Background: an optimization exercise with open tools, aiming at small area. Do not read the settings as production practice.
The RTL was checked by simulation tests, not by an equivalence proof against the original design.
In every run shown here, the design's own scripts or RTL, not TritonCTS, make the clock network.
The flow treats the clock pin as an ideal source. Dropping or thinning the clock tree relies on that and would not hold on a real chip.
Power figures rest on the tool's default switching activity, not on a simulated workload.

[design.v]
module top(
    input clock,
    input rst,
    output uart_tx,
    input uart_rx
);
    reg [3:0] ph;
    wire splice_end;
    always @(posedge clock) ph <= (ph + 1'b1) | {1'b0, splice_end, 2'b00};
    wire q4 = (ph[1:0] == 2'd3);
    wire w   = (ph[3:2] == 2'd3);    
    reg [2:0] rt;        
    reg [3:0] rs;        
    reg [6:0] rd;        
    reg       valid;
    wire q16   = w && q4;
    wire rtick = q16 && (rt == {1'b1, rs[3] | (rs[2:0] == 3'd7), ~(rs[3] | (rs[2:0] == 3'd7))});
    wire [7:0] byte_in = {uart_rx, rd};
    wire [3:0] hi = byte_in[7:4];
    wire [3:0] lo = rd[3:0];
    wire is_num = (hi == 4'h3) && (lo <= 4'd9);
    wire is_let = (hi == 4'h4) && (lo >= 4'd1) && (lo <= 4'd6);
    wire is_hex = is_num || is_let;
    wire is_eol = (byte_in == 8'h0a) || (byte_in == 8'h0d);
    reg dbit;
    always @* case (ph[1:0])
        2'd0: dbit = rd[6] ? ~lo[0] : lo[0];
        2'd1: dbit = rd[6] ? (lo[1] ^ lo[0]) : lo[1];
        2'd2: dbit = rd[6] ? (lo[2] ^ (lo[1] & lo[0])) : lo[2];
        default: dbit = rd[6] | lo[3];
    endcase
    wire win = (rs == 4'd10) && w;
    assign splice_end = win && q4;
    always @(posedge clock) begin
        if (rst || rs == 4'd0) rt <= 3'd2;
        else if (q16) rt <= rtick ? 3'd0 : rt + 1'b1;
        if (rtick && rs != 4'd9) rd <= {uart_rx, rd[6:1]};
        if (rst) rs <= 4'd15;
        else if (rs == 4'd0) begin
            if (!uart_rx) rs <= 4'd1;
        end else if (rs == 4'd10) begin
            if (splice_end) rs <= 4'd11;
        end else if (rs == 4'd11) begin
            if (uart_rx) rs <= 4'd0;
        end else if (rtick) rs <= (rs == 4'd9) ? (is_hex ? 4'd10 : 4'd11) : rs + 1'b1;
        if (rst) valid <= 1'b0;
        else if (rs == 4'd9 && rtick) valid <= is_eol;
    end
    reg [15:0] ra, rb;
    wire clr = (rs == 4'd15);
    wire ain = clr ? 1'b0 : win ? dbit : ra[0];
    wire bin = clr ? 1'b0 : win ? ra[0] : rb[0];
    always @(posedge clock) begin
        ra <= {ain, ra[15:1]};
        rb <= {bin, rb[15:1]};
    end
    reg [4:0]  t;        
    reg [3:0]  k;
    reg [3:0]  c;        
    reg [32:0] p;
    reg        cy, bf;
    reg [3:0]  nib;
    wire mult = (c == 4'd14);
    wire idle = (c == 4'd15);
    wire send = !(c[3] & (c[2] | c[1]));
    wire m31  = q4 && (t[2:0] == 3'd7);
    wire load = (k == 4'd0) && (t[4:3] == 2'd0);
    wire last = k[2];
    wire x   = (mult && load) ? (t[2] & rb[0]) : p[0];
    wire ad  = mult && !load && !t[2] && bf && ra[0];
    wire s   = x ^ ad ^ cy;
    wire co  = (x & ad) | (x & cy) | (ad & cy);
    wire pin = idle ? 1'b0 : (mult && m31 && !last) ? 1'b0 : s;
    wire tend = send && q4 && (t == (k[3] & k[1] ? 5'd12 : 5'd24));
    always @(posedge clock) begin
        p  <= {pin, p[32:1]};
        cy <= mult && !m31 && co;
        if (mult && m31) bf <= s;
        if (tend && k == 4'd0) nib <= p[32:29];
        if (idle) begin
            if (valid && w && q4) begin
                c <= 4'd14; t <= 5'd0; k <= 4'd0;
            end
        end else if (mult) begin
            if (!valid) c <= 4'd15;
            else if (last && m31) begin
                c <= 4'd0; t <= 5'd0; k <= 4'd0;
            end else if (q4) begin
                t <= t + 1'b1;
                if (t == 5'd31) k <= k + 1'b1;
            end
        end else if (send) begin
            if (q4) begin
                if (tend) begin
                    t <= 5'd0;
                    if (k == 4'd10) begin
                        k <= 4'd0;
                        c <= (c == 4'd9) ? 4'd15 : c + 1'b1;
                    end else k <= k + 1'b1;
                end else t <= t + 1'b1;
            end
        end else c <= 4'd15;
        if (rst) c <= 4'd15;
    end
    wire lt = nib[3] & (nib[2] | nib[1]);
    wire [3:0] nl;
    assign nl[0] = nib[0] ^ lt;
    assign nl[1] = lt ? (nib[1] ~^ nib[0]) : nib[1];
    assign nl[2] = lt ? (nib[2] & (nib[1] | nib[0])) : nib[2];
    assign nl[3] = nib[3] & ~lt;
    wire [7:0] ch = c[3] ? {5'h01, ~c[0], c[0], ~c[0]} : {1'b0, lt, ~lt, ~lt, nl};
    reg fb;
    always @* case (k)
        4'd0: fb = 1'b0;
        4'd1: fb = ch[0];
        4'd2: fb = ch[1];
        4'd3: fb = ch[2];
        4'd4: fb = ch[3];
        4'd5: fb = ch[4];
        4'd6: fb = ch[5];
        4'd7: fb = ch[6];
        4'd8: fb = ch[7];
        default: fb = 1'b1;
    endcase
    assign uart_tx = !send || fb;
endmodule
[flow/run.sh]
#!/bin/bash
# Standard flow with these changes:
#  - synthesis: the standard flow's own script (synth_recipe.tcl), but ABC maps the logic with
#    an area-oriented script (flow/abc_area.script: four rounds of a choice-network
#    pass and &nf with relaxed delay), and the half/full adder cells are left out
#    (added to the platform's don't-use list) so Yosys's extract_fa does not turn
#    small decoders into half-adder cells;
#  - the port buffers are the smallest buffer, buf_1;
#  - after ORFS's clock tree synthesis, flow/rects.tcl replaces the tree with four
#    clkbuf_16, each driving a quarter of the flip-flops (split by x, then y),
#    fed from the clock port.
# Every tool's output stays in the ORFS logs under orfs/logs; make's own output
# goes to standard_flow.log and the tree rebuild's to rects.log.
set -euo pipefail
HERE=$(pwd)
DU=$(sed -n '/export DONT_USE_CELLS += /,/^$/p' "$FLOW_HOME/platforms/sky130hd/config.mk" | tr -d '\\' | sed 's/export DONT_USE_CELLS += //' | tr '\n' ' ' | tr -s ' ')
{
  echo 'proc abc {args} {'
  echo '  set i [lsearch -exact $args -script]'
  echo '  if {$i >= 0} { lset args [expr {$i + 1}] $::env(MY_ABC_SCRIPT) }'
  echo '  yosys abc {*}$args'
  echo '}'
  cat synth_recipe.tcl
} > my_synth.tcl
export MY_ABC_SCRIPT="$HERE/flow/abc_area.script"
export BUFFER_PORTS_ARGS="-buffer_cell sky130_fd_sc_hd__buf_1"
export CTS_ARGS="-sink_clustering_enable -repair_clock_nets -dont_use_dummy_load -buf_list sky130_fd_sc_hd__clkbuf_8 -root_buf sky130_fd_sc_hd__clkbuf_8 -sink_clustering_size 30 -sink_clustering_max_diameter 100"
ARGS=("DONT_USE_CELLS=$DU sky130_fd_sc_hd__ha_1 sky130_fd_sc_hd__fa_1" "SYNTH_SCRIPT=$HERE/my_synth.tcl")
bash standard.sh "${ARGS[@]}" cts > standard_flow.log 2>&1
RES="$HERE/orfs/results/$FLOW_PLATFORM/top/base"
# if the rebuild fails or misses its slew target, 4_cts.odb keeps ORFS's tree
RESULTS="$RES" PLATFORM_DIR="$FLOW_HOME/platforms/$FLOW_PLATFORM" OUT_DB="$RES/4_cts.odb" \
  openroad -no_init -exit "$HERE/flow/rects.tcl" > rects.log 2>&1 || echo "rects.tcl failed; keeping ORFS's tree" >> rects.log
bash standard.sh "${ARGS[@]}" finish >> standard_flow.log 2>&1
[flow/abc_area.script]
&get -n
&st
&dch
&nf -R 1000
&put
strash
&get -n
&st
&dch
&nf -R 1000
&put
strash
&get -n
&st
&dch
&nf -R 1000
&put
strash
&get -n
&st
&dch
&nf -R 1000
&put
[flow/mycts.tcl]
# Replace the clock net's direct sinks with NB clock buffers, one per k-means cluster of flip-flops.
proc my_cts {nb bufm} {
  set db [ord::get_db]
  set block [ord::get_db_block]
  set master [$db findMaster $bufm]
  set clk [$block findNet clock]
  set sinks {}
  foreach it [$clk getITerms] {
    set inst [$it getInst]
    if {[[$inst getMaster] isSequential] || [string match "*df*" [[$inst getMaster] getName]]} {
      set b [$inst getBBox]
      lappend sinks [list $it [expr {([$b xMin]+[$b xMax])/2}] [expr {([$b yMin]+[$b yMax])/2}]]
    }
  }
  set n [llength $sinks]
  if {$n < 2 * $nb} { error "my_cts: only $n clock sinks found" }
  # balanced split: halves by x, then each half into nb/2 parts by y
  set sorted [lsort -real -index 1 $sinks]
  set half [expr {$n / 2}]
  set groups [list [lrange $sorted 0 [expr {$half - 1}]] [lrange $sorted $half end]]
  set parts {}
  set per [expr {$nb / 2}]
  foreach g $groups {
    set gs [lsort -real -index 2 $g]
    set m [llength $gs]
    for {set i 0} {$i < $per} {incr i} {
      lappend parts [lrange $gs [expr {$i * $m / $per}] [expr {($i + 1) * $m / $per - 1}]]
    }
  }
  set cent {}
  set cnt {}
  set assign_map [dict create]
  set idx 0
  foreach part $parts {
    set sx 0; set sy 0
    foreach s $part { set sx [expr {$sx + [lindex $s 1]}]; set sy [expr {$sy + [lindex $s 2]}]; dict set assign_map [lindex $s 0] $idx }
    set m [llength $part]
    lappend cent [list [expr {$sx / $m}] [expr {$sy / $m}]]
    lappend cnt $m
    incr idx
  }
  set assign {}
  foreach s $sinks { lappend assign [dict get $assign_map [lindex $s 0]] }
  puts "MYCTS cluster sizes: $cnt"
  for {set i 0} {$i < $nb} {incr i} {
    set inst [odb::dbInst_create $block $master "myclkbuf_$i"]
    set net [odb::dbNet_create $block "myclknet_$i"]
    $net setSigType CLOCK
    [$inst findITerm A] connect $clk
    [$inst findITerm X] connect $net
    set c [lindex $cent $i]
    $inst setLocation [expr {int([lindex $c 0])}] [expr {int([lindex $c 1])}]
    $inst setPlacementStatus PLACED
    set nets($i) $net
  }
  set j 0
  foreach s $sinks {
    set it [lindex $s 0]
    $it disconnect
    $it connect $nets([lindex $assign $j])
    incr j
  }
}
[flow/rects.tcl]
# Rebuild the clock tree that ORFS's CTS made: four clkbuf_16, each driving one
# k-means cluster of flip-flops, fed straight from the clock port.
set R $::env(RESULTS)
set P $::env(PLATFORM_DIR)
read_lef $P/lef/sky130_fd_sc_hd.tlef
read_lef $P/lef/sky130_fd_sc_hd_merged.lef
read_liberty $P/lib/sky130_fd_sc_hd__tt_025C_1v80.lib
read_db $R/4_cts.odb
read_sdc $R/4_cts.sdc
source $P/setRC.tcl
source [file dirname [info script]]/mycts.tcl

set block [ord::get_db_block]
set clk [$block findNet clock]
# undo the tree: every clock-tree buffer and dummy load goes, its sinks move to the port net
set removed 0
foreach inst [$block getInsts] {
  set m [[$inst getMaster] getName]
  set n [$inst getName]
  if {[string match "clkbuf_*" $n] || [string match "clkload*" $n]} {
    set out [$inst findITerm X]
    if {$out == "NULL"} { set out [$inst findITerm Y] }
    set onet [$out getNet]
    if {$onet != "NULL"} {
      foreach it [$onet getITerms] {
        if {[$it getInst] != $inst} { $it disconnect; $it connect $clk }
      }
      odb::dbNet_destroy $onet
    }
    odb::dbInst_destroy $inst
    incr removed
  }
}
puts "RECTS removed $removed clock tree cells"
# nets left without a driver after the removal
foreach net [$block getNets] {
  if {[string match "clknet_*" [$net getName]] && [llength [$net getITerms]] == 0} { odb::dbNet_destroy $net }
}
my_cts 4 sky130_fd_sc_hd__clkbuf_16
detailed_placement
check_placement -verbose
set_propagated_clock [all_clocks]
estimate_parasitics -placement
set ws 0
foreach pin [get_pins -hierarchical */CLK] { set s [get_property $pin slew_max]; if {$s > $ws} {set ws $s} }
puts "RECTS worst clock pin slew $ws"
report_worst_slack -max
report_worst_slack -min
set nport 0
foreach it [$clk getITerms] { incr nport }
puts "RECTS clock port drives $nport cell pins"
if {$ws > 0.120 || $nport > 4} {
  puts "RECTS the rebuilt tree misses its slew target; keeping the tree ORFS made"
} else {
  write_db $::env(OUT_DB)
}
[standard.sh]
#!/bin/bash
# synth_recipe.tcl (not shown) runs the flow's synth.tcl, then flattens the netlist and writes it again
# the make line also repeats each setting of config.mk as NAME=value (left out here)
make -C /OpenROAD-flow-scripts/flow DESIGN_CONFIG=/design/flow/config.mk WORK_HOME=/design/flow/orfs CLKGATE_MAP_FILE= SYNTH_SCRIPT=/design/flow/synth_recipe.tcl "${@:-finish}"
[config.mk]
export PLATFORM = sky130hd
export DESIGN_NAME = top
export DESIGN_NICKNAME = top
export VERILOG_FILES = /design/flow/design.v
export SDC_FILE = /design/flow/constraint.sdc
export NUM_CORES = 4
export LEC_CHECK = 0
export CAP_MARGIN = 20
export CORE_MARGIN = 2
export CORE_UTILIZATION = 40
export PLACE_DENSITY = 0.6
export SLEW_MARGIN = 20
[constraint.sdc]
create_clock -name core_clock -period 10.0 [get_ports {clock}]
set_input_delay 2.0000 -clock core_clock [delete_from_list [all_inputs] [get_ports {clock}]]
set_output_delay 2.0000 -clock core_clock [all_outputs]
set_load 0.01 [all_outputs]
==> flow_metrics.env, run 1 <==
export IMPL_wl_um=5098
export IMPL_synth_async_reset_ratio_pct=0
export IMPL_critPathMaxStageDelay_ps=390
export IMPL_run_status="timing/DRC/antenna clean"
export IMPL_grt_start_max_net_pins=27
export IMPL_port_buffers=3
export IMPL_critical_path_slowest_cell="sky130_fd_sc_hd__edfxtp_1"
export IMPL_leading_post_synthesis_cells_by_instance_count="sky130_fd_sc_hd__dfxtp_1 (82), sky130_fd_sc_hd__a21oi_1 (36), sky130_fd_sc_hd__nor2_1 (30), sky130_fd_sc_hd__edfxtp_1 (21), sky130_fd_sc_hd__nand2_1 (21)"
export IMPL_worstPathBufferInverterCount=1
export IMPL_postLayoutSetupSlackWorst_ps=5937
export IMPL_synth_cell_area_mm2=0.003316
export IMPL_final_period_minus_worst_setup_slack_ps=4063
export IMPL_crit_start="nib[1]"
export IMPL_layout_nets=305
export IMPL_synth_ff_latch_count=103
export IMPL_criticalPathCategory="register to output port"
export IMPL_pwr_density_cell_mw_per_mm2=255.2
export IMPL_grt_pass1_wl_um=8804
export IMPL_place_congestion=0.7755
export IMPL_dieArea_mm2=0.009034
export IMPL_achievable_frequency_mhz=246.1
export IMPL_startpoint_of_the_worst_hold_path="ra[5]"
export IMPL_ys_types=37
export IMPL_post_synth_inst_count=293
export IMPL_synthFlopType="sky130_fd_sc_hd__dfxtp_1"
export IMPL_timing_critical_path_arrival_ps=2060
export IMPL_slew_limit_headroom_pct=46.01
export IMPL_numClockSinks=103
export IMPL_crit_path_frequent_cell="sky130_fd_sc_hd__nor2_1"
export IMPL_fraction_of_layout_cells_with_a_size_suffix_above_1_pct=1.667
export IMPL_hold_violations=0
export IMPL_gr_usage_all_layers_pct=12.32
export IMPL_routed_via_density=5.138
export IMPL_timing_worst_slew_pin_value_ps=801.3
export IMPL_max_capacitance_violation_total=0
export IMPL_fillers=753
export IMPL_route_antenna_remaining_nets=0
export IMPL_ys_seq_area_share_pct=68.53
export IMPL_cts_reportedPaths_clkPinSlew_ps=100
export IMPL_critPathTopFamily="simple AND/OR/NAND/NOR gates"
export IMPL_grt_ovfl_total=0
export IMPL_warnings_from_yosys=1
export IMPL_dr_drc_count=0
export IMPL_clock_latency_ps=160
export IMPL_number_of_i_o_pins=4
export IMPL_synth_edf_count=21
export IMPL_n_antenna_cell=0
export IMPL_synthDominantAreaCellType="sky130_fd_sc_hd__dfxtp_1"
export IMPL_drtIter0Drc=120
export IMPL_die_w_um=95.05
export IMPL_crit_required_ps=8000
export IMPL_length_of_the_first_detailed_routing_pass_in_iterations=4
export IMPL_worstSetupEndpointType="output port"
export IMPL_min_period_over_period_pct=40.63
export IMPL_vias_in_the_first_global_route=1866
export IMPL_detailroute_via_count=2081
export IMPL_fp_dieH_um=95.05
export IMPL_crit_path_start_kind="register"
export IMPL_syn_num_nets=296
export IMPL_rsz0062_at_grt="no"
export IMPL_postCtsHoldBufs=0
export IMPL_synth_most_common_cell="sky130_fd_sc_hd__dfxtp_1"
export IMPL_crit_reg2reg_launch="ph[0]"
export IMPL_synthesis_area_per_instance_um2=11.32
export IMPL_number_of_antenna_violations_at_the_first_check_in_global_routing=0
export IMPL_core_area_mm2=0.008134
export IMPL_final_max_slew_viol_count=0
export IMPL_worstPathMaxFanout=4
export IMPL_synth_top_cell_area_share_pct=49.51
export IMPL_routedWlPerCell_um=12.59
export IMPL_setup_viol=0
export IMPL_critical_path_cell_chain="o21ai_0 -> or2_0 -> nor2_1 -> nor2_1 -> a21boi_0 -> o31a_1 -> nor4_1 -> a31oi_1 -> nand2_1 -> buf_1"
export IMPL_floorplan_initialDensity_pct=40.76
export IMPL_preCtsSetupSlack_ps=6126
export IMPL_cts_resized_gates=0
export IMPL_number_of_placement_rows=33
export IMPL_placedInstanceArea_mm2=0.003465
export IMPL_vdd_ir_drop_max_v=0.0001401
export IMPL_setup_total_negative_slack_ps=0
export IMPL_place_detailed_hpwl_um=3464
export IMPL_skew_ps=14.39
export IMPL_post_cts_buffers=0
export IMPL_netlist_top_cells_area="sky130_fd_sc_hd__dfxtp_1 (50%), sky130_fd_sc_hd__edfxtp_1 (19%), sky130_fd_sc_hd__a21oi_1 (5.4%), sky130_fd_sc_hd__nor2_1 (3.4%), sky130_fd_sc_hd__o21ai_0 (3.0%)"
export IMPL_layout_cell_area_non_filler_mm2=0.003565
export IMPL_power_leakage_nw=1.253
export IMPL_hp_class="register to register"
export IMPL_area_growth_syn_to_layout_pct=7.509
## layout make-up
cell class              count  area [µm²]  share of cell area, %
repair buffers              3       11.26                 0.3159
flip-flops and latches    103        2272                  63.74
multi-input cells         188        1042                  29.24
inverters                   2       7.507                 0.2106
plain buffers               4       100.1                  2.808
well taps                 105       131.4                  3.686
## cells by family (layout without fill, tap and decap cells)
kind of cell	after synthesis	count (layout)	synth area share [%]
AO/OA/AOI/OAI	79	79	13.89
XOR/XNOR	10	10	2.642
buffers and inverters	2	9	0.2265
flip-flops	103	103	68.53
multiplexers	1	1	0.3019
AND/OR/NAND/NOR	98	98	14.42
## metrics by stage
step / std cells / hold slack, ps / utilization [%] / total power (W)
after floorplan: 293 / 309.6 / - / 0.0006919
after global placement: 401 / 309.9 / 42.52 / 0.0007436
after detailed placement: 401 / 312.1 / 42.59 / 0.0007497
after CTS: 410 / 313.7 / 44.12 / 0.0009456
after global routing: 405 / 334.3 / 43.82 / 0.0009740
final: 405 / 316.2 / 43.82 / 0.0009095
## layer usage
metal  vias to the layer above  track usage (%)  share of wire, %
met5                         -                0                 0
met3                         6            1.660               1.7
met1                       978            18.63                53
met4                         0            5.193               1.6
met2                        16            17.73                43
li1                       1081                -                 -
## registers in the layout, summed over array words and instances (netlist names)
| name | flops |
|---|---|
| p | 33 |
| ra | 16 |
| rb | 16 |
| rd | 7 |
| t | 5 |
| c | 4 |
| k | 4 |
| nib | 4 |
| ph | 4 |
| rs | 4 |
| rt | 3 |
| bf | 1 |
| cy | 1 |
| valid | 1 |
## report_power, final
group	switching [W]	internal (W)	leakage, nW
clock	0.0000949	0.0000734	0.0493
sequential	0.0000610	0.000477	0.860
combinational	0.000123	0.0000801	0.344
total	0.000279	0.000631	1.25
## cells in the final DEF, fill, tap and decap left out, drive strengths merged, types with 3 or more instances in the layout
cell	count
nand4	3
dfxtp	82
a31oi	5
edfxtp	21
buf	3
xnor2	9
nor4	4
and2	3
o21ai	20
clkbuf	4
and3	5
a21oi	36
nand2	21
nand3	10
nor3	9
a211o	4
nor2	30
## final timing paths
check | end | slack (ps) | cells after the start
setup / recovery | uart_tx | 5940 | 10
hold / removal | ra[4] | 320 | 0
setup reg to reg | k[1] | 7120 | 6
hold reg to reg | ra[4] | 320 | 0
==> inputs of run 2 (changes only) <==
--- a/design.v
+++ b/design.v
@@ -59,6 +59,7 @@
     reg [3:0]  c;        
     reg [32:0] p;
-    reg        cy, bf;
-    reg [3:0]  nib;
+    reg [3:0]  nib;      
+    wire cy = nib[1];
+    wire bf = nib[0];
     wire mult = (c == 4'd14);
     wire idle = (c == 4'd15);
@@ -75,7 +76,10 @@
     always @(posedge clock) begin
         p  <= {pin, p[32:1]};
-        cy <= mult && !m31 && co;
-        if (mult && m31) bf <= s;
         if (tend && k == 4'd0) nib <= p[32:29];
+        else begin
+            if (mult) nib[1] <= !m31 && co;
+            else if (idle) nib[1] <= 1'b0;
+            if (mult && m31) nib[0] <= s;
+        end
         if (idle) begin
             if (valid && w && q4) begin
--- a/flow/mycts.tcl
+++ b/flow/mycts.tcl
@@ -1,3 +1,3 @@
-# Replace the clock net's direct sinks with NB clock buffers, one per k-means cluster of flip-flops.
+# Replace the clock net's direct sinks with NB clock buffers, each driving an equal share of the flip-flops.
 proc my_cts {nb bufm} {
   set db [ord::get_db]
==> run 2 against run 1 <==
Clock skew fell by 3.3 ps. Sequential power fell by 4.5%. First-iteration DRC count shrank 18%. Utilization rose by 0.94 points. Area after synthesis fell by 1.8%. Via count is 0.72% lower. Fmax grew 0.98%. Setup slack better by 39 ps. Routed wire length grew 0.71%. Largest cell class unchanged.
==> flow_metrics.env, run 2 <==
export IMPL_run_status="timing/DRC/antenna clean"
export IMPL_synth_most_common_cell="sky130_fd_sc_hd__dfxtp_1"
export IMPL_power_leakage_nw=1.202
export IMPL_hp_class="register to register"
export IMPL_vdd_ir_drop_max_v=0.00008668
export IMPL_layout_nets=304
export IMPL_area_of_the_multi_input_gates_mm2=0.001022
export IMPL_synthDominantAreaCellType="sky130_fd_sc_hd__dfxtp_1"
export IMPL_ys_seq_area_share_pct=68.26
export IMPL_synth_ff_latch_count=101
export IMPL_routedWlPerCell_um=12.80
export IMPL_worstSetupEndpointType="output port"
export IMPL_power_sequential_fraction_pct=66.5
export IMPL_detailroute_via_count=2066
export IMPL_vias_in_the_first_global_route=1832
export IMPL_synth_top_cell_area_share_pct=49.81
export IMPL_critPathMaxStageDelay_ps=460
export IMPL_die_w_um=94.22
export IMPL_synthFlopType="sky130_fd_sc_hd__dfxtp_1"
export IMPL_final_cell_count_no_fill=401
export IMPL_cts_reportedPaths_clkPinSlew_ps=100
export IMPL_dr_drc_count=0
export IMPL_switching_share_pct=23.58
export IMPL_timing_critical_path_arrival_ps=2020
export IMPL_postCtsHoldBufs=0
export IMPL_number_of_i_o_pins=4
export IMPL_dp_cells=397
export IMPL_synth_cell_area_mm2=0.003256
export IMPL_setup_total_negative_slack_ps=0
export IMPL_worstPathMaxFanout=5
export IMPL_power_switching_w=0.0001827
export IMPL_pwr_density_cell_mw_per_mm2=221.6
export IMPL_grt_start_max_net_pins=27
export IMPL_critical_path_cell_chain="o21ai_0 -> or2_0 -> nor2_1 -> nor2_1 -> a21oi_1 -> a21oi_1 -> o21ai_0 -> nand2_1 -> nand4_1 -> buf_1"
export IMPL_drtIter0Drc=99
export IMPL_syn_num_nets=295
export IMPL_critical_path_slowest_cell="sky130_fd_sc_hd__edfxtp_1"
export IMPL_skew_ps=11.13
export IMPL_crit_required_ps=8000
export IMPL_criticalPathCategory="register to output port"
export IMPL_place_congestion=0.8069
export IMPL_post_synth_inst_count=292
export IMPL_power_share_combinational_pct=12.0
export IMPL_ys_types=37
export IMPL_core_area_mm2=0.007807
export IMPL_netlist_top_cells_area="sky130_fd_sc_hd__dfxtp_1 (50%), sky130_fd_sc_hd__edfxtp_1 (18%), sky130_fd_sc_hd__a21oi_1 (5.1%), sky130_fd_sc_hd__nor2_1 (3.5%), sky130_fd_sc_hd__o21ai_0 (3.4%)"
export IMPL_dieArea_mm2=0.008876
export IMPL_routed_via_density=5.152
export IMPL_biggestRegsByFlops="p x33, ra x16, rb x16"
export IMPL_fp_dieH_um=94.22
export IMPL_final_period_minus_worst_setup_slack_ps=4023
export IMPL_synth_async_reset_ratio_pct=0
export IMPL_layout_cells_most_common="sky130_fd_sc_hd__dfxtp_1"
export IMPL_fraction_of_layout_cells_with_a_size_suffix_above_1_pct=1.338
export IMPL_hold_violations=0
export IMPL_leading_post_synthesis_cells_by_instance_count="sky130_fd_sc_hd__dfxtp_1 (81), sky130_fd_sc_hd__a21oi_1 (33), sky130_fd_sc_hd__nor2_1 (30), sky130_fd_sc_hd__nand2_1 (25), sky130_fd_sc_hd__o21ai_0 (22)"
export IMPL_n_antenna_cell=0
export IMPL_synthesis_area_per_instance_um2=11.15
export IMPL_cellInternalPower_w=0.0005919
export IMPL_grt_ovfl_total=0
export IMPL_rsz0062_at_grt="no"
export IMPL_synth_edf_count=20
export IMPL_wl_um=5134
export IMPL_crit_path_start_kind="register"
export IMPL_number_of_antenna_violations_at_the_first_check_in_global_routing=0
export IMPL_slew_limit_headroom_pct=44.21
export IMPL_final_max_slew_viol_count=0
export IMPL_gr_usage_all_layers_pct=12.47
export IMPL_post_cts_buffers=0
export IMPL_number_of_placement_rows=32
export IMPL_grt_pass1_wl_um=8694
export IMPL_power_share_clock_pct=21.5
export IMPL_min_period_over_period_pct=40.23
export IMPL_numClockSinks=101
export IMPL_floorplan_initialDensity_pct=41.70
export IMPL_clock_latency_ps=160
export IMPL_register_area_mm2=0.002222
export IMPL_area_growth_syn_to_layout_pct=7.340
export IMPL_place_detailed_hpwl_um=3477
export IMPL_max_flop_register="p"
export IMPL_timing_worst_slew_pin_value_ps=830.5
export IMPL_cts_resized_gates=0
export IMPL_max_capacitance_violation_total=0
export IMPL_route_antenna_remaining_nets=0
export IMPL_port_buffers=3
export IMPL_warnings_from_yosys=1
export IMPL_hold_ws_ps=323.9
export IMPL_setup_viol=0
export IMPL_length_of_the_first_detailed_routing_pass_in_iterations=4
export IMPL_placedInstanceArea_mm2=0.003395
export IMPL_fillers=746
export IMPL_achievable_frequency_mhz=248.6
export IMPL_layout_cells_most_common_list="sky130_fd_sc_hd__dfxtp_1 (81), sky130_fd_sc_hd__a21oi_1 (33), sky130_fd_sc_hd__nor2_1 (30), sky130_fd_sc_hd__nand2_1 (25), sky130_fd_sc_hd__o21ai_0 (22)"
export IMPL_largest_register_ffs=33
export IMPL_layout_cell_area_non_filler_mm2=0.003495
run 2: changes by cell type in the layout (fill, tap and decap cells not counted), moves of 3 or more:
cell,change
sky130_fd_sc_hd__a21oi_1,-3
sky130_fd_sc_hd__xor2_1,+3
sky130_fd_sc_hd__nand2_1,+4
sky130_fd_sc_hd__a211o_1,-3
sky130_fd_sc_hd__a221o_1,+3
run 2: critical path: cells and delay by family (launching register included):
kind | cells | cell delay, ps
AOI/OAI and AO/OA | 4 | 690
DFF | 1 | 460
buffers and inverters | 1 | 170
and+or+nand+nor | 5 | 560
run 2: cells by family after synthesis:
family | share of synthesized area (%)
flops | 68.26
simple gates | 14.76
compound gates | 13.38
xor+xnor | 2.959
buf+inv | 0.3459
mux | 0.3075
run 2: power by group through the flow:
stage               Combinational [W]  Clock (W)  Sequential [W]
floorplan                   0.0000744          0        0.000513
global placement            0.0000914          0        0.000524
detailed placement          0.0000920          0        0.000524
CTS                         0.0000924   0.000203        0.000516
global route                 0.000109   0.000187        0.000523
finish                      0.0000928   0.000166        0.000515
run 2: final cells by class:
| cell class | count | area share [%] |
|---|---|---|
| Multi-Input combinational cell | 188 | 29.25 |
| Sequential cell | 101 | 63.59 |
| Inverter | 3 | 0.3222 |
| Tap cell | 102 | 3.652 |
| Buffer | 4 | 2.864 |
| Timing Repair Buffer | 3 | 0.3222 |
run 2: worst paths after layout:
check | slack, ps | startpoint | end | cells past startpoint
worst max-delay path | 5980 | nib[1] | uart_tx | 10
worst min-delay path | 320 | ra[5] | ra[4] | 0
worst max register to register | 7220 | ph[0] | k[3] | 6
worst min register to register | 320 | ra[5] | ra[4] | 0
run 2: stage by stage:
step                setup WS (ps)  utilization, %  total power [W]
CTS                          5791           45.06        0.0008115
detailed placement           6187           43.48        0.0006156
global placement             6295           43.48        0.0006150
finish                       5977           44.76        0.0007746
global route                 5805           44.76        0.0008188
floorplan                    6489               -        0.0005877
run 2: layer usage:
metal	track usage [%]	up-vias	wire, µm
met5	0	-	0
met4	2.778	0	45
met3	3.371	4	142
met2	18.57	17	2216
met1	18.14	983	2729
li1	-	1062	-
==> inputs of run 3 (changes only) <==
--- a/flow/run.sh
+++ b/flow/run.sh
@@ -8,5 +8,5 @@
 #  - the port buffers are the smallest buffer, buf_1;
 #  - after ORFS's clock tree synthesis, flow/rects.tcl replaces the tree with four
-#    clkbuf_16, each driving a quarter of the flip-flops (split by x, then y),
+#    buf_12, each driving a quarter of the flip-flops (split by x, then y),
 #    fed from the clock port.
 # Every tool's output stays in the ORFS logs under orfs/logs; make's own output
--- a/flow/rects.tcl
+++ b/flow/rects.tcl
@@ -1,3 +1,3 @@
-# Rebuild the clock tree that ORFS's CTS made: four clkbuf_16, each driving one
+# Rebuild the clock tree that ORFS's CTS made: four buf_12, each driving one
 # k-means cluster of flip-flops, fed straight from the clock port.
 set R $::env(RESULTS)
@@ -37,5 +37,5 @@
   if {[string match "clknet_*" [$net getName]] && [llength [$net getITerms]] == 0} { odb::dbNet_destroy $net }
 }
-my_cts 4 sky130_fd_sc_hd__clkbuf_16
+my_cts 4 sky130_fd_sc_hd__buf_12
 detailed_placement
 check_placement -verbose
==> run 3 against run 2 <==
Clock skew is 2.6 ps higher. Sequential share of layout area is 0.37 points higher. Sequential power hardly changed. Die area stayed put. Via count is 0.48% lower. Largest power group unchanged.
==> flow_metrics.env, run 3 <==
export IMPL_dr_drc_count=0
export IMPL_hp_class="register to register"
export IMPL_run_status="timing/DRC/antenna clean"
export IMPL_gr_usage_all_layers_pct=12.45
export IMPL_route_antenna_remaining_nets=0
export IMPL_max_capacitance_violation_total=0
export IMPL_pwr_density_cell_mw_per_mm2=220.6
export IMPL_setup_total_negative_slack_ps=0
export IMPL_slew_limit_headroom_pct=42.65
export IMPL_place_detailed_hpwl_um=3477
export IMPL_fp_dieH_um=94.22
export IMPL_layout_nets=304
export IMPL_synth_async_reset_ratio_pct=0
export IMPL_postCtsHoldBufs=0
export IMPL_clock_latency_ps=130
export IMPL_synthFlopType="sky130_fd_sc_hd__dfxtp_1"
export IMPL_synth_top_cell_area_share_pct=49.81
export IMPL_warnings_from_yosys=1
export IMPL_synth_edf_count=20
export IMPL_hold_violations=0
export IMPL_floorplan_initialDensity_pct=41.70
export IMPL_crit_required_ps=8000
export IMPL_syn_num_nets=295
export IMPL_cts_resized_gates=0
export IMPL_routed_via_density=5.127
export IMPL_number_of_placement_rows=32
export IMPL_timing_worst_slew_pin_value_ps=853.6
export IMPL_area_growth_syn_to_layout_pct=6.726
export IMPL_dieArea_mm2=0.008876
export IMPL_synth_ff_latch_count=101
export IMPL_vdd_ir_drop_max_v=0.00008517
export IMPL_drtIter0Drc=116
export IMPL_max_flop_register="p"
export IMPL_place_congestion=0.8069
export IMPL_criticalPathCategory="register to output port"
export IMPL_crit_path_start_kind="register"
export IMPL_core_area_mm2=0.007807
export IMPL_post_cts_buffers=0
export IMPL_final_total_pwr_w=0.0007665
export IMPL_synth_most_common_cell="sky130_fd_sc_hd__dfxtp_1"
export IMPL_netlist_top_cells_area="sky130_fd_sc_hd__dfxtp_1 (50%), sky130_fd_sc_hd__edfxtp_1 (18%), sky130_fd_sc_hd__a21oi_1 (5.1%), sky130_fd_sc_hd__nor2_1 (3.5%), sky130_fd_sc_hd__o21ai_0 (3.4%)"
export IMPL_skew_ps=13.71
export IMPL_detailroute_via_count=2056
export IMPL_ys_seq_area_share_pct=68.26
export IMPL_min_period_over_period_pct=40.01
export IMPL_leading_post_synthesis_cells_by_instance_count="sky130_fd_sc_hd__dfxtp_1 (81), sky130_fd_sc_hd__a21oi_1 (33), sky130_fd_sc_hd__nor2_1 (30), sky130_fd_sc_hd__nand2_1 (25), sky130_fd_sc_hd__o21ai_0 (22)"
export IMPL_fraction_of_layout_cells_with_a_size_suffix_above_1_pct=1.338
export IMPL_power_leakage_nw=1.191
export IMPL_synthDominantAreaCellType="sky130_fd_sc_hd__dfxtp_1"
export IMPL_biggestRegsByFlops="p x33, ra x16, rb x16"
export IMPL_largest_register_ffs=33
export IMPL_synthesis_area_per_instance_um2=11.15
export IMPL_worst_r2r_path_depth=6
export IMPL_wl_um=5135
export IMPL_grt_pass1_wl_um=8680
export IMPL_final_period_minus_worst_setup_slack_ps=4001
export IMPL_worstPathMaxFanout=5
export IMPL_post_synth_inst_count=292
export IMPL_routedWlPerCell_um=12.81
export IMPL_ys_types=37
export IMPL_grt_start_max_net_pins=27
export IMPL_n_antenna_cell=0
export IMPL_worstSetupEndpointType="output port"
export IMPL_achievable_frequency_mhz=250.0
export IMPL_cts_reportedPaths_clkPinSlew_ps=100
export IMPL_number_of_i_o_pins=4
export IMPL_numClockSinks=101
export IMPL_vias_in_the_first_global_route=1828
export IMPL_layout_cells_most_common_list="sky130_fd_sc_hd__dfxtp_1 (81), sky130_fd_sc_hd__a21oi_1 (33), sky130_fd_sc_hd__nor2_1 (30), sky130_fd_sc_hd__nand2_1 (25), sky130_fd_sc_hd__o21ai_0 (22)"
export IMPL_port_buffers=3
export IMPL_final_max_slew_viol_count=0
export IMPL_number_of_antenna_violations_at_the_first_check_in_global_routing=0
export IMPL_synth_cell_area_mm2=0.003256
export IMPL_rsz0062_at_grt="no"
export IMPL_whs_path_depth=0
export IMPL_timing_critical_path_arrival_ps=2000
export IMPL_layout_cells_most_common="sky130_fd_sc_hd__dfxtp_1"
export IMPL_grt_ovfl_total=0
export IMPL_setup_viol=0
export IMPL_die_w_um=94.22
export IMPL_length_of_the_first_detailed_routing_pass_in_iterations=4
-- run 3: cell counts after synthesis --
Identical to the previous run, type by type.
-- run 3: layer usage --
layer	GRT usage (%)	vias to the layer above	routed length (µm)
met5	0	-	0
li1	-	1063	-
met1	18.09	972	2710
met2	18.57	18	2219
met4	2.778	0	43
met3	3.371	3	162
-- run 3: final timing paths --
check	from	endpoint	slack, ps
hold / removal	ra[5]	ra[4]	320
setup reg to reg	ph[0]	k[3]	7230
setup / recovery	nib[1]	uart_tx	6000
hold reg to reg	ra[5]	ra[4]	320
-- run 3: cells by family (layout without fill, tap and decap cells) --
group | count (synthesis) | after routing | synth area share (%)
compound gates | 75 | 75 | 13.38
xor+xnor | 11 | 11 | 2.959
buf+inv | 3 | 10 | 0.3459
flops | 101 | 101 | 68.26
mux | 1 | 1 | 0.3075
simple gates | 101 | 101 | 14.76
-- run 3: report_power, final --
part	internal (W)	switching, W	total (W)
Sequential	0.000483	0.0000322	0.000516
Combinational	0.0000356	0.0000570	0.0000926
Clock	0.0000652	0.0000932	0.000158
Total	0.000584	0.000182	0.000767
-- run 3: final cells by class --
class,instances,area (µm²)
well taps,102,127.6
plain buffers,4,80.08
flip-flops and latches,101,2222
fillers,748,4333
multi-input cells,188,1022
repair buffers,3,11.26
inverters,3,11.26
-- run 3: worst max-delay path, cell delays in order (launching register included) --
cell                       delay, ps
sky130_fd_sc_hd__edfxtp_1        460
sky130_fd_sc_hd__o21ai_0         400
sky130_fd_sc_hd__or2_0           230
sky130_fd_sc_hd__nor2_1           60
sky130_fd_sc_hd__nor2_1          120
sky130_fd_sc_hd__a21oi_1          80
sky130_fd_sc_hd__a21oi_1         110
sky130_fd_sc_hd__o21ai_0         100
sky130_fd_sc_hd__nand2_1          80
sky130_fd_sc_hd__nand4_1          80
sky130_fd_sc_hd__buf_1           170
-- run 3: stage by stage --
step	setup WS, ps	util (%)	cells	cell area, µm²	hold slack [ps]
final	5999	44.50	401	3475	321.0
after global routing	5828	44.50	401	3475	338.4
after CTS	5791	45.06	406	3518	304.8
after detailed placement	6187	43.48	397	3395	312.1
after global placement	6295	43.48	397	3395	311.3
after floorplan	6489	-	292	3256	309.6
==> inputs of run 4 (changes only) <==
--- a/flow/run.sh
+++ b/flow/run.sh
@@ -8,8 +8,8 @@
 #  - the port buffers are the smallest buffer, buf_1;
 #  - after ORFS's clock tree synthesis, flow/rects.tcl replaces the tree with four
-#    buf_12, each driving a quarter of the flip-flops (split by x, then y),
-#    fed from the clock port.
+#    buffers (buf_8, or buf_12 or clkbuf_16 if the slew needs it), each driving
+#    a quarter of the flip-flops (split by x, then y), fed from the clock port.
 # Every tool's output stays in the ORFS logs under orfs/logs; make's own output
-# goes to standard_flow.log and the tree rebuild's to rects.log.
+# goes to standard_flow.log and the tree rebuild's to rects_*.log.
 set -euo pipefail
 HERE=$(pwd)
@@ -29,6 +29,10 @@
 bash standard.sh "${ARGS[@]}" cts > standard_flow.log 2>&1
 RES="$HERE/orfs/results/$FLOW_PLATFORM/top/base"
-# if the rebuild fails or misses its slew target, 4_cts.odb keeps ORFS's tree
-RESULTS="$RES" PLATFORM_DIR="$FLOW_HOME/platforms/$FLOW_PLATFORM" OUT_DB="$RES/4_cts.odb" \
-  openroad -no_init -exit "$HERE/flow/rects.tcl" > rects.log 2>&1 || echo "rects.tcl failed; keeping ORFS's tree" >> rects.log
+# try the smaller buffer first; if no rebuild meets its slew target, 4_cts.odb
+# keeps ORFS's tree
+for b in buf_8 buf_12 clkbuf_16; do
+  CLK_BUF=sky130_fd_sc_hd__$b RESULTS="$RES" PLATFORM_DIR="$FLOW_HOME/platforms/$FLOW_PLATFORM" OUT_DB="$RES/4_cts.odb" \
+    openroad -no_init -exit "$HERE/flow/rects.tcl" > rects_$b.log 2>&1 || echo "rects.tcl failed" >> rects_$b.log
+  if grep -q "RECTS wrote" rects_$b.log; then break; fi
+done
 bash standard.sh "${ARGS[@]}" finish >> standard_flow.log 2>&1
--- a/flow/rects.tcl
+++ b/flow/rects.tcl
@@ -1,3 +1,3 @@
-# Rebuild the clock tree that ORFS's CTS made: four buf_12, each driving one
+# Rebuild the clock tree that ORFS's CTS made: four CLK_BUF buffers, each driving one
 # k-means cluster of flip-flops, fed straight from the clock port.
 set R $::env(RESULTS)
@@ -37,5 +37,5 @@
   if {[string match "clknet_*" [$net getName]] && [llength [$net getITerms]] == 0} { odb::dbNet_destroy $net }
 }
-my_cts 4 sky130_fd_sc_hd__buf_12
+my_cts 4 $::env(CLK_BUF)
 detailed_placement
 check_placement -verbose
@@ -54,3 +54,4 @@
 } else {
   write_db $::env(OUT_DB)
+  puts "RECTS wrote the rebuilt tree"
 }
--- a/config.mk
+++ b/config.mk
@@ -8,5 +8,5 @@
 export CAP_MARGIN = 20
 export CORE_MARGIN = 2
-export CORE_UTILIZATION = 40
-export PLACE_DENSITY = 0.6
+export CORE_UTILIZATION = 60
+export PLACE_DENSITY = 0.85
 export SLEW_MARGIN = 20
==> run 4 against run 3 <==
Critical endpoint unchanged. Global-route usage increased by 4.7 points. Still clean. Setup slack got worse by 34 ps. Largest power group unchanged. Largest cell class unchanged. Area after synthesis unchanged. Utilization increased by 22 points. Register-to-register slack about the same.
==> flow_metrics.env, run 4 <==
export IMPL_run_status="timing/DRC/antenna clean"
export IMPL_synth_async_reset_ratio_pct=0
export IMPL_post_synth_fa_ha_maj_area_fraction_pct=0
export IMPL_ys_types=37
export IMPL_setup_viol=0
export IMPL_cts_resized_gates=0
export IMPL_postLayoutSetupSlackWorst_ps=5965
export IMPL_dp_cells=365
export IMPL_layout_cells_most_common_list="sky130_fd_sc_hd__dfxtp_1 (81), sky130_fd_sc_hd__a21oi_1 (33), sky130_fd_sc_hd__nor2_1 (30), sky130_fd_sc_hd__nand2_1 (25), sky130_fd_sc_hd__o21ai_0 (22)"
export IMPL_die_w_um=77.66
export IMPL_postCtsHoldBufs=0
export IMPL_port_buffers=3
export IMPL_crit_reg2reg_launch="ph[0]"
export IMPL_post_synth_inst_count=292
export IMPL_post_cts_buffers=0
export IMPL_setup_total_negative_slack_ps=0
export IMPL_register_area_mm2=0.002222
export IMPL_hold_violations=0
export IMPL_fillers=390
export IMPL_routedWlPerCell_um=13.61
export IMPL_max_capacitance_violation_total=0
export IMPL_grt_pass1_wl_um=8259
export IMPL_grt_ovfl_total=0
export IMPL_area_growth_syn_to_layout_pct=5.496
export IMPL_power_leakage_nw=1.191
export IMPL_worstPathMaxFanout=5
export IMPL_n_antenna_cell=0
export IMPL_placedInstanceArea_mm2=0.003354
export IMPL_vias_in_the_first_global_route=1843
export IMPL_synthDominantAreaCellType="sky130_fd_sc_hd__dfxtp_1"
export IMPL_crit_start="nib[1]"
export IMPL_area_of_the_multi_input_gates_mm2=0.001022
export IMPL_max_flop_register="p"
export IMPL_compound_gate_fraction_of_synth_area_pct=13.37
export IMPL_rsz0062_at_grt="no"
export IMPL_criticalPathCategory="register to output port"
export IMPL_startpoint_of_the_worst_hold_path="rb[3]"
export IMPL_achievable_frequency_mhz=247.9
export IMPL_layout_nets=304
export IMPL_biggestRegsByFlops="p x33, ra x16, rb x16"
export IMPL_numClockSinks=101
export IMPL_synth_cell_area_mm2=0.003256
export IMPL_vdd_ir_drop_max_v=0.0001620
export IMPL_detailroute_via_count=2081
export IMPL_final_cell_count_no_fill=369
export IMPL_number_of_i_o_pins=4
export IMPL_clock_latency_ps=130
export IMPL_largest_family_of_logic_cells_by_synthesized_area="simple AND/OR/NAND/NOR gates"
export IMPL_fp_dieH_um=77.66
export IMPL_number_of_placement_rows=26
export IMPL_length_of_the_first_detailed_routing_pass_in_iterations=4
export IMPL_cts_reportedPaths_clkPinSlew_ps=100
export IMPL_floorplan_initialDensity_pct=62.94
export IMPL_crit_required_ps=8000
export IMPL_pwr_density_cell_mw_per_mm2=223.9
export IMPL_final_max_slew_viol_count=0
export IMPL_timing_critical_path_arrival_ps=2030
export IMPL_dieArea_mm2=0.006031
export IMPL_layout_cells_most_common="sky130_fd_sc_hd__dfxtp_1"
export IMPL_largest_register_ffs=33
export IMPL_synthesis_area_per_instance_um2=11.15
export IMPL_slew_limit_headroom_pct=44.45
export IMPL_crit_path_start_kind="register"
export IMPL_skew_ps=9.432
export IMPL_core_area_mm2=0.005172
export IMPL_place_detailed_hpwl_um=3282
export IMPL_grt_start_max_net_pins=27
export IMPL_wl_um=5023
export IMPL_syn_num_nets=295
export IMPL_worstSetupEndpointType="output port"
export IMPL_netlist_top_cells_area="sky130_fd_sc_hd__dfxtp_1 (50%), sky130_fd_sc_hd__edfxtp_1 (18%), sky130_fd_sc_hd__a21oi_1 (5.1%), sky130_fd_sc_hd__nor2_1 (3.5%), sky130_fd_sc_hd__o21ai_0 (3.4%)"
export IMPL_min_period_over_period_pct=40.35
export IMPL_routed_via_density=5.640
export IMPL_synth_simple_area_share_pct=14.76
export IMPL_preCtsSetupSlack_ps=6185
export IMPL_final_period_minus_worst_setup_slack_ps=4035
export IMPL_leading_post_synthesis_cells_by_instance_count="sky130_fd_sc_hd__dfxtp_1 (81), sky130_fd_sc_hd__a21oi_1 (33), sky130_fd_sc_hd__nor2_1 (30), sky130_fd_sc_hd__nand2_1 (25), sky130_fd_sc_hd__o21ai_0 (22)"
export IMPL_fraction_of_layout_cells_with_a_size_suffix_above_1_pct=1.338
export IMPL_synth_edf_count=20
export IMPL_gr_usage_all_layers_pct=17.12
export IMPL_drtIter0Drc=149
export IMPL_route_antenna_remaining_nets=0
export IMPL_synth_top_cell_area_share_pct=49.81
export IMPL_synth_most_common_cell="sky130_fd_sc_hd__dfxtp_1"
export IMPL_place_congestion=0.8182
export IMPL_synth_ff_latch_count=101
export IMPL_postLayoutCoreUtil_pct=66.40
export IMPL_warnings_from_yosys=1
export IMPL_timing_worst_slew_pin_value_ps=826.8
export IMPL_hp_class="register to register"
export IMPL_dr_drc_count=0
export IMPL_yosys_mux_area_fraction_pct=0.3075
export IMPL_ys_seq_area_share_pct=68.26
export IMPL_synthFlopType="sky130_fd_sc_hd__dfxtp_1"
export IMPL_number_of_antenna_violations_at_the_first_check_in_global_routing=0
export IMPL_yosys_area_share_xor_xnor_pct=2.959
export IMPL_layout_cell_area_non_filler_mm2=0.003435
run 4: cell counts after synthesis:
No cell type changed its count.
run 4: cells by family (layout without fill, tap and decap cells):
| family | Yosys count | after routing |
|---|---|---|
| compound gates | 75 | 75 |
| xor+xnor | 11 | 11 |
| buf+inv | 3 | 10 |
| flops | 101 | 101 |
| mux | 1 | 1 |
| simple gates | 101 | 101 |
run 4: metal layers:
layer  wire [µm]  global-route usage [%]  up-vias
li1            -                       -     1068
met1        2511                   24.53      951
met2        2192                   25.86       53
met3         239                   4.419        9
met4          79                   4.821        0
met5           0                       0        -
run 4: per-stage QoR:
step	hold slack, ps	power, W
after floorplan	309.6	0.0005877
after global placement	312.2	0.0006120
after detailed placement	312.1	0.0006150
after CTS	326.7	0.0008098
after global routing	340.2	0.0008034
final	326.2	0.0007689
run 4: where the power goes:
part	total, W	internal (W)	switching (W)
sequential	0.000517	0.000484	0.0000337
combinational	0.0000941	0.0000356	0.0000585
clock	0.000158	0.0000651	0.0000925
total	0.000769	0.000584	0.000185
run 4: worst paths after layout:
path                            endpoint  slack, ps  depth (start not counted)
worst max-delay path             uart_tx       5970                         10
worst min-delay path               rb[2]        330                          0
worst max register to register      k[1]       7230                          6
worst min register to register     rb[2]        330                          0
run 4: worst max-delay path, stage by stage, from the launching register on:
cell and delay, ps:
sky130_fd_sc_hd__edfxtp_1 450, sky130_fd_sc_hd__o21ai_0 420, sky130_fd_sc_hd__or2_0 230, sky130_fd_sc_hd__nor2_1 60, sky130_fd_sc_hd__nor2_1 140, sky130_fd_sc_hd__a21oi_1 90
sky130_fd_sc_hd__a21oi_1 110, sky130_fd_sc_hd__o21ai_0 90, sky130_fd_sc_hd__nand2_1 70, sky130_fd_sc_hd__nand4_1 70, sky130_fd_sc_hd__buf_1 170
run 4: final cells by class:
type                            instances  share of cell area, %
Sequential cell                       101                  64.70
Multi-Input combinational cell        188                  29.76
Tap cell                               70                  2.550
Buffer                                  4                  2.332
Timing Repair Buffer                    3                 0.3279
Inverter                                3                 0.3279
==> inputs of run 5 (changes only) <==
--- a/design.v
+++ b/design.v
@@ -59,10 +59,12 @@
     reg [3:0]  c;        
     reg [32:0] p;
-    reg [3:0]  nib;      
-    wire cy = nib[1];
-    wire bf = nib[0];
+    reg        txo;      
+    reg        ltr;      
+    reg        crr;      
     wire mult = (c == 4'd14);
     wire idle = (c == 4'd15);
     wire send = !(c[3] & (c[2] | c[1]));
+    wire cy = crr & mult;
+    wire bf = ltr;
     wire m31  = q4 && (t[2:0] == 3'd7);
     wire load = (k == 4'd0) && (t[4:3] == 2'd0);
@@ -74,11 +76,31 @@
     wire pin = idle ? 1'b0 : (mult && m31 && !last) ? 1'b0 : s;
     wire tend = send && q4 && (t == (k[3] & k[1] ? 5'd12 : 5'd24));
+    wire ltn = p[32] & (p[31] | p[30]);
+    reg nb;
+    always @* case (k)
+        4'd0: nb = c[3] ? ~c[0] : p[29] ^ ltn;
+        4'd1: nb = c[3] ?  c[0] : p[29] ^ ltr ^ crr;
+        4'd2: nb = c[3] ? ~c[0] : p[29] ^ ltr ^ crr;
+        4'd3: nb = c[3] | (p[29] ^ crr);
+        4'd4: nb = ~c[3] & ~ltr;
+        4'd5: nb = ~c[3] & ~ltr;
+        4'd6: nb = ~c[3] & ltr;
+        4'd7: nb = 1'b0;
+        4'd8: nb = 1'b1;
+        4'd9: nb = 1'b1;
+        default: nb = 1'b0;
+    endcase
     always @(posedge clock) begin
         p  <= {pin, p[32:1]};
-        if (tend && k == 4'd0) nib <= p[32:29];
-        else begin
-            if (mult) nib[1] <= !m31 && co;
-            else if (idle) nib[1] <= 1'b0;
-            if (mult && m31) nib[0] <= s;
+        if (tend) begin
+            txo <= nb;
+            if (k == 4'd0) begin
+                ltr <= ltn;
+                crr <= p[29] & ltn;
+            end else crr <= (p[29] & ltr) | (p[29] & crr) | (ltr & crr);
+        end else begin
+            if (mult) crr <= !m31 && co;
+            else if (idle) crr <= 1'b0;
+            if (mult && m31) ltr <= s;
         end
         if (idle) begin
@@ -89,5 +111,5 @@
             if (!valid) c <= 4'd15;
             else if (last && m31) begin
-                c <= 4'd0; t <= 5'd0; k <= 4'd0;
+                c <= 4'd0; t <= 5'd0; k <= 4'd0; txo <= 1'b0;
             end else if (q4) begin
                 t <= t + 1'b1;
@@ -107,24 +129,4 @@
         if (rst) c <= 4'd15;
     end
-    wire lt = nib[3] & (nib[2] | nib[1]);
-    wire [3:0] nl;
-    assign nl[0] = nib[0] ^ lt;
-    assign nl[1] = lt ? (nib[1] ~^ nib[0]) : nib[1];
-    assign nl[2] = lt ? (nib[2] & (nib[1] | nib[0])) : nib[2];
-    assign nl[3] = nib[3] & ~lt;
-    wire [7:0] ch = c[3] ? {5'h01, ~c[0], c[0], ~c[0]} : {1'b0, lt, ~lt, ~lt, nl};
-    reg fb;
-    always @* case (k)
-        4'd0: fb = 1'b0;
-        4'd1: fb = ch[0];
-        4'd2: fb = ch[1];
-        4'd3: fb = ch[2];
-        4'd4: fb = ch[3];
-        4'd5: fb = ch[4];
-        4'd6: fb = ch[5];
-        4'd7: fb = ch[6];
-        4'd8: fb = ch[7];
-        default: fb = 1'b1;
-    endcase
-    assign uart_tx = !send || fb;
+    assign uart_tx = !send || txo;
 endmodule
--- a/flow/run.sh
+++ b/flow/run.sh
@@ -8,8 +8,8 @@
 #  - the port buffers are the smallest buffer, buf_1;
 #  - after ORFS's clock tree synthesis, flow/rects.tcl replaces the tree with four
-#    buffers (buf_8, or buf_12 or clkbuf_16 if the slew needs it), each driving
-#    a quarter of the flip-flops (split by x, then y), fed from the clock port.
+#    buf_12, each driving a quarter of the flip-flops (split by x, then y),
+#    fed from the clock port.
 # Every tool's output stays in the ORFS logs under orfs/logs; make's own output
-# goes to standard_flow.log and the tree rebuild's to rects_*.log.
+# goes to standard_flow.log and the tree rebuild's to rects.log.
 set -euo pipefail
 HERE=$(pwd)
@@ -29,10 +29,6 @@
 bash standard.sh "${ARGS[@]}" cts > standard_flow.log 2>&1
 RES="$HERE/orfs/results/$FLOW_PLATFORM/top/base"
-# try the smaller buffer first; if no rebuild meets its slew target, 4_cts.odb
-# keeps ORFS's tree
-for b in buf_8 buf_12 clkbuf_16; do
-  CLK_BUF=sky130_fd_sc_hd__$b RESULTS="$RES" PLATFORM_DIR="$FLOW_HOME/platforms/$FLOW_PLATFORM" OUT_DB="$RES/4_cts.odb" \
-    openroad -no_init -exit "$HERE/flow/rects.tcl" > rects_$b.log 2>&1 || echo "rects.tcl failed" >> rects_$b.log
-  if grep -q "RECTS wrote" rects_$b.log; then break; fi
-done
+# if the rebuild fails or misses its slew target, 4_cts.odb keeps ORFS's tree
+RESULTS="$RES" PLATFORM_DIR="$FLOW_HOME/platforms/$FLOW_PLATFORM" OUT_DB="$RES/4_cts.odb" \
+  openroad -no_init -exit "$HERE/flow/rects.tcl" > rects.log 2>&1 || echo "rects.tcl failed; keeping ORFS's tree" >> rects.log
 bash standard.sh "${ARGS[@]}" finish >> standard_flow.log 2>&1
--- a/flow/rects.tcl
+++ b/flow/rects.tcl
@@ -1,3 +1,3 @@
-# Rebuild the clock tree that ORFS's CTS made: four CLK_BUF buffers, each driving one
+# Rebuild the clock tree that ORFS's CTS made: four buf_12, each driving one
 # k-means cluster of flip-flops, fed straight from the clock port.
 set R $::env(RESULTS)
@@ -37,5 +37,5 @@
   if {[string match "clknet_*" [$net getName]] && [llength [$net getITerms]] == 0} { odb::dbNet_destroy $net }
 }
-my_cts 4 $::env(CLK_BUF)
+my_cts 4 sky130_fd_sc_hd__buf_12
 detailed_placement
 check_placement -verbose
@@ -54,4 +54,3 @@
 } else {
   write_db $::env(OUT_DB)
-  puts "RECTS wrote the rebuilt tree"
 }
--- a/config.mk
+++ b/config.mk
@@ -8,5 +8,5 @@
 export CAP_MARGIN = 20
 export CORE_MARGIN = 2
-export CORE_UTILIZATION = 60
-export PLACE_DENSITY = 0.85
+export CORE_UTILIZATION = 40
+export PLACE_DENSITY = 0.6
 export SLEW_MARGIN = 20
==> run 5 against run 4 <==
Still clean. Sequential power fell by about 20%. Setup slack improved by 650 ps. Hold slack got worse by 8.2 ps. Final area rose by 1.0%. Via count fell by 1.5%. Clock power barely moved. Critical endpoint unchanged.
==> flow_metrics.env, run 5 <==
export IMPL_placedInstanceArea_mm2=0.003383
export IMPL_crit_path_start_kind="register"
export IMPL_timing_critical_path_arrival_ps=1390
export IMPL_critical_path_slowest_cell="sky130_fd_sc_hd__dfxtp_1"
export IMPL_biggestRegsByFlops="p x33, ra x16, rb x16"
export IMPL_synth_top_cell_area_share_pct=50.60
export IMPL_area_growth_syn_to_layout_pct=6.942
export IMPL_setup_viol=0
export IMPL_dp_cells=398
export IMPL_largest_family_of_logic_cells_by_synthesized_area="simple AND/OR/NAND/NOR gates"
export IMPL_worstSetupEndpointType="output port"
export IMPL_drtIter0Drc=172
export IMPL_hp_class="register to register"
export IMPL_synthesis_area_per_instance_um2=11.07
export IMPL_critPathTopFamily="flip-flops"
export IMPL_number_of_antenna_violations_at_the_first_check_in_global_routing=0
export IMPL_numClockSinks=100
export IMPL_skew_ps=12.30
export IMPL_final_max_slew_viol_count=0
export IMPL_number_of_placement_rows=32
export IMPL_timing_worst_slew_pin_value_ps=711.6
export IMPL_cts_resized_gates=0
export IMPL_layout_cells_most_common="sky130_fd_sc_hd__dfxtp_1"
export IMPL_length_of_the_first_detailed_routing_pass_in_iterations=4
export IMPL_crit_reg2reg_launch="ph[0]"
export IMPL_post_cts_buffers=0
export IMPL_ys_seq_area_share_pct=67.26
export IMPL_hold_violations=0
export IMPL_max_flop_register="p"
export IMPL_max_capacitance_violation_total=0
export IMPL_routed_via_density=5.100
export IMPL_post_synth_inst_count=293
export IMPL_port_buffers=3
export IMPL_setup_reg_to_reg_worst_slack_ps=7310
export IMPL_worst_r2r_path_depth=6
export IMPL_vdd_ir_drop_max_v=0.0001260
export IMPL_layout_nets=305
export IMPL_criticalPathCategory="register to output port"
export IMPL_whs_path_depth=0
export IMPL_achievable_frequency_mhz=295.2
export IMPL_rsz0062_at_grt="no"
export IMPL_netlist_top_cells_area="sky130_fd_sc_hd__dfxtp_1 (51%), sky130_fd_sc_hd__edfxtp_1 (17%), sky130_fd_sc_hd__a21oi_1 (3.7%), sky130_fd_sc_hd__nor2_1 (3.2%), sky130_fd_sc_hd__nand2_1 (3.1%)"
export IMPL_crit_required_ps=8000
export IMPL_final_period_minus_worst_setup_slack_ps=3387
export IMPL_die_w_um=94.06
export IMPL_regToRegEndpoint="k[2]"
export IMPL_grt_ovfl_total=0
export IMPL_fillers=741
export IMPL_grt_pass1_wl_um=8887
export IMPL_vias_in_the_first_global_route=1872
export IMPL_synth_async_reset_ratio_pct=0
export IMPL_compound_gate_fraction_of_synth_area_pct=11.96
export IMPL_switching_share_pct=17.49
export IMPL_critical_path_cell_chain="o21ai_0 -> nand2_1 -> buf_1"
export IMPL_power_switching_w=0.0001012
export IMPL_post_synth_fa_ha_maj_area_fraction_pct=0.6170
export IMPL_min_period_over_period_pct=33.87
export IMPL_gr_usage_all_layers_pct=12.79
export IMPL_ys_types=40
export IMPL_floorplan_initialDensity_pct=41.55
export IMPL_critPathMaxStageDelay_ps=570
export IMPL_grt_start_max_net_pins=26
export IMPL_worstPathMaxFanout=13
export IMPL_n_antenna_cell=0
export IMPL_final_cell_count_no_fill=402
export IMPL_setup_total_negative_slack_ps=0
export IMPL_startpoint_of_the_worst_hold_path="ra[3]"
export IMPL_fraction_of_layout_cells_with_a_size_suffix_above_1_pct=1.667
export IMPL_postLayoutCoreUtil_pct=44.44
export IMPL_route_antenna_remaining_nets=0
export IMPL_slew_limit_headroom_pct=52.56
export IMPL_power_share_clock_pct=27.4
export IMPL_largest_register_ffs=33
export IMPL_syn_num_nets=296
export IMPL_power_leakage_nw=1.177
export IMPL_synthDominantAreaCellType="sky130_fd_sc_hd__dfxtp_1"
export IMPL_power_sequential_fraction_pct=71.2
export IMPL_crit_cells=3
export IMPL_run_status="timing/DRC/antenna clean"
export IMPL_power_share_combinational_pct=1.4
export IMPL_postCtsHoldBufs=0
export IMPL_dieArea_mm2=0.008847
export IMPL_synth_simple_area_share_pct=14.96
export IMPL_place_detailed_hpwl_um=3654
export IMPL_yosys_area_share_xor_xnor_pct=3.779
export IMPL_pwr_density_cell_mw_per_mm2=166.8
export IMPL_synth_edf_count=18
export IMPL_fp_dieH_um=94.06
export IMPL_cellInternalPower_w=0.0004776
export IMPL_synthFlopType="sky130_fd_sc_hd__dfxtp_1"
export IMPL_layout_cell_area_non_filler_mm2=0.003470
export IMPL_detailroute_via_count=2050
export IMPL_synth_ff_latch_count=100
export IMPL_cts_reportedPaths_clkPinSlew_ps=100
export IMPL_warnings_from_yosys=1
export IMPL_yosys_mux_area_fraction_pct=0.6170
export IMPL_routedWlPerCell_um=13.00
export IMPL_leading_post_synthesis_cells_by_instance_count="sky130_fd_sc_hd__dfxtp_1 (82), sky130_fd_sc_hd__nor2_1 (28), sky130_fd_sc_hd__nand2_1 (27), sky130_fd_sc_hd__a21oi_1 (24)"
export IMPL_worstPathBufferInverterCount=1
export IMPL_place_congestion=0.8071
export IMPL_clock_latency_ps=140
export IMPL_core_area_mm2=0.007807
export IMPL_number_of_i_o_pins=4
export IMPL_synth_most_common_cell="sky130_fd_sc_hd__dfxtp_1"
export IMPL_layout_cells_most_common_list="sky130_fd_sc_hd__dfxtp_1 (82), sky130_fd_sc_hd__nor2_1 (28), sky130_fd_sc_hd__nand2_1 (27), sky130_fd_sc_hd__a21oi_1 (24)"
export IMPL_synth_cell_area_mm2=0.003244
export IMPL_hold_end="ra[2]"
export IMPL_wl_um=5227
export IMPL_dr_drc_count=0
-- run 5: cell types whose count changed after synthesis, sizes merged, moves of 3 or more --
cell	change
a221o	-3
a31oi	+3
xor2	+3
nor3	+3
o21ai	-4
clkinv	+4
a21oi	-9
nor2b	+3
-- run 5: kinds of logic (layout without fill, tap and decap cells) --
family	count (synthesis)	in the layout
multiplexers	2	2
flip-flops	100	100
adder cells (fa/ha/maj)	2	2
AND/OR/NAND/NOR	102	102
XOR/XNOR	14	14
buffers and inverters	7	14
AO/OA/AOI/OAI	66	66
-- run 5: worst max path at each step --
stage          startpoint      end
5_1_grt              c[3]  uart_tx
3_5_place_dp         c[1]  uart_tx
4_1_cts              c[1]  uart_tx
2_1_floorplan        c[1]  uart_tx
3_3_place_gp         c[3]  uart_tx
6_report             c[3]  uart_tx
-- run 5: through the flow --
stage / hold slack, ps / total power, W / setup slack [ps]
after floorplan: 309.6 / 0.0004262 / 7091
after global placement: 310.2 / 0.0004291 / 6856
after detailed placement: 312.1 / 0.0004292 / 6789
after CTS: 306.3 / 0.0006262 / 6387
after global routing: 330.1 / 0.0006015 / 6521
final: 318.0 / 0.0005788 / 6613
-- run 5: worst register-to-register path, cell delays in order (launching register included) --
cell and delay (ps):
sky130_fd_sc_hd__dfxtp_1 480, sky130_fd_sc_hd__nand2_1 190, sky130_fd_sc_hd__nor2_1 410, sky130_fd_sc_hd__a21oi_1 180, sky130_fd_sc_hd__nor4_2 650, sky130_fd_sc_hd__nand2_1 100, sky130_fd_sc_hd__a21oi_1 370
-- run 5: power groups by stage --
stage	clock network, W	registers, W	logic [W]
2_1_floorplan	0	0.000420	0.00000573
3_3_place_gp	0	0.000421	0.00000808
3_5_place_dp	0	0.000421	0.00000810
4_1_cts	0.000206	0.000412	0.00000816
5_1_grt	0.000180	0.000412	0.00000941
6_report	0.000159	0.000412	0.00000803
-- run 5: final cells by class --
class / instances / area (µm²) / share of cell area [%]
Inverter: 7 / 26.28 / 0.7573
Tap cell: 102 / 127.6 / 3.678
Buffer: 4 / 80.08 / 2.308
Timing Repair Buffer: 3 / 11.26 / 0.3246
Sequential cell: 100 / 2182 / 62.89
Multi-Input combinational cell: 186 / 1042 / 30.04
-- run 5: per-layer routing --
metal / part of all wire (%) / vias to the layer above / track usage (%)
met2: 44 / 29 / 18.87
met3: 3.0 / 6 / 2.167
met5: 0 / - / 0
met4: 1.7 / 0 / 5.072
met1: 52 / 948 / 18.66
li1: - / 1067 / -

[port drivers added, routing unchanged]
The flow's constraints put no driver on any port. The routed layouts listed below were extracted and timed again, unchanged, in two steps.
Step 1 (the two cells are an assumption about what drives the block):
set clk [get_ports {clock}]
set_driving_cell -lib_cell sky130_fd_sc_hd__clkbuf_16 $clk
set_driving_cell -lib_cell sky130_fd_sc_hd__buf_2 [delete_from_list [all_inputs] $clk]
Step 2, shift: input delay + t, output delay - t, t = (earliest + latest rising clock arrival at the registers) / 2. This alone moves slack from input paths to output paths.
Slacks: ideal ports / drivers / drivers and shift; pairs: ideal ports / drivers.
| run | t (ns) | setup slack, ns | latest minus earliest clock arrival (ns) | worst slew at a driven data input, ns |
|---|---|---|---|---|
| run 1 | 0.226 | 5.937 / 5.865 / 6.092 | 0.021 / 0.021 | 0.03 |
| run 2 | 0.227 | 5.977 / 5.902 / 6.129 | 0.014 / 0.014 | 0.03 |
| run 3 | 0.209 | 5.999 / 5.917 / 6.126 | 0.015 / 0.015 | 0.03 |
| run 4 | 0.207 | 5.965 / 5.886 / 6.093 | 0.010 / 0.010 | 0.03 |
| run 5 | 0.210 | 6.613 / 6.531 / 6.741 | 0.016 / 0.016 | 0.03 |
After both steps every run listed still meets setup and hold.
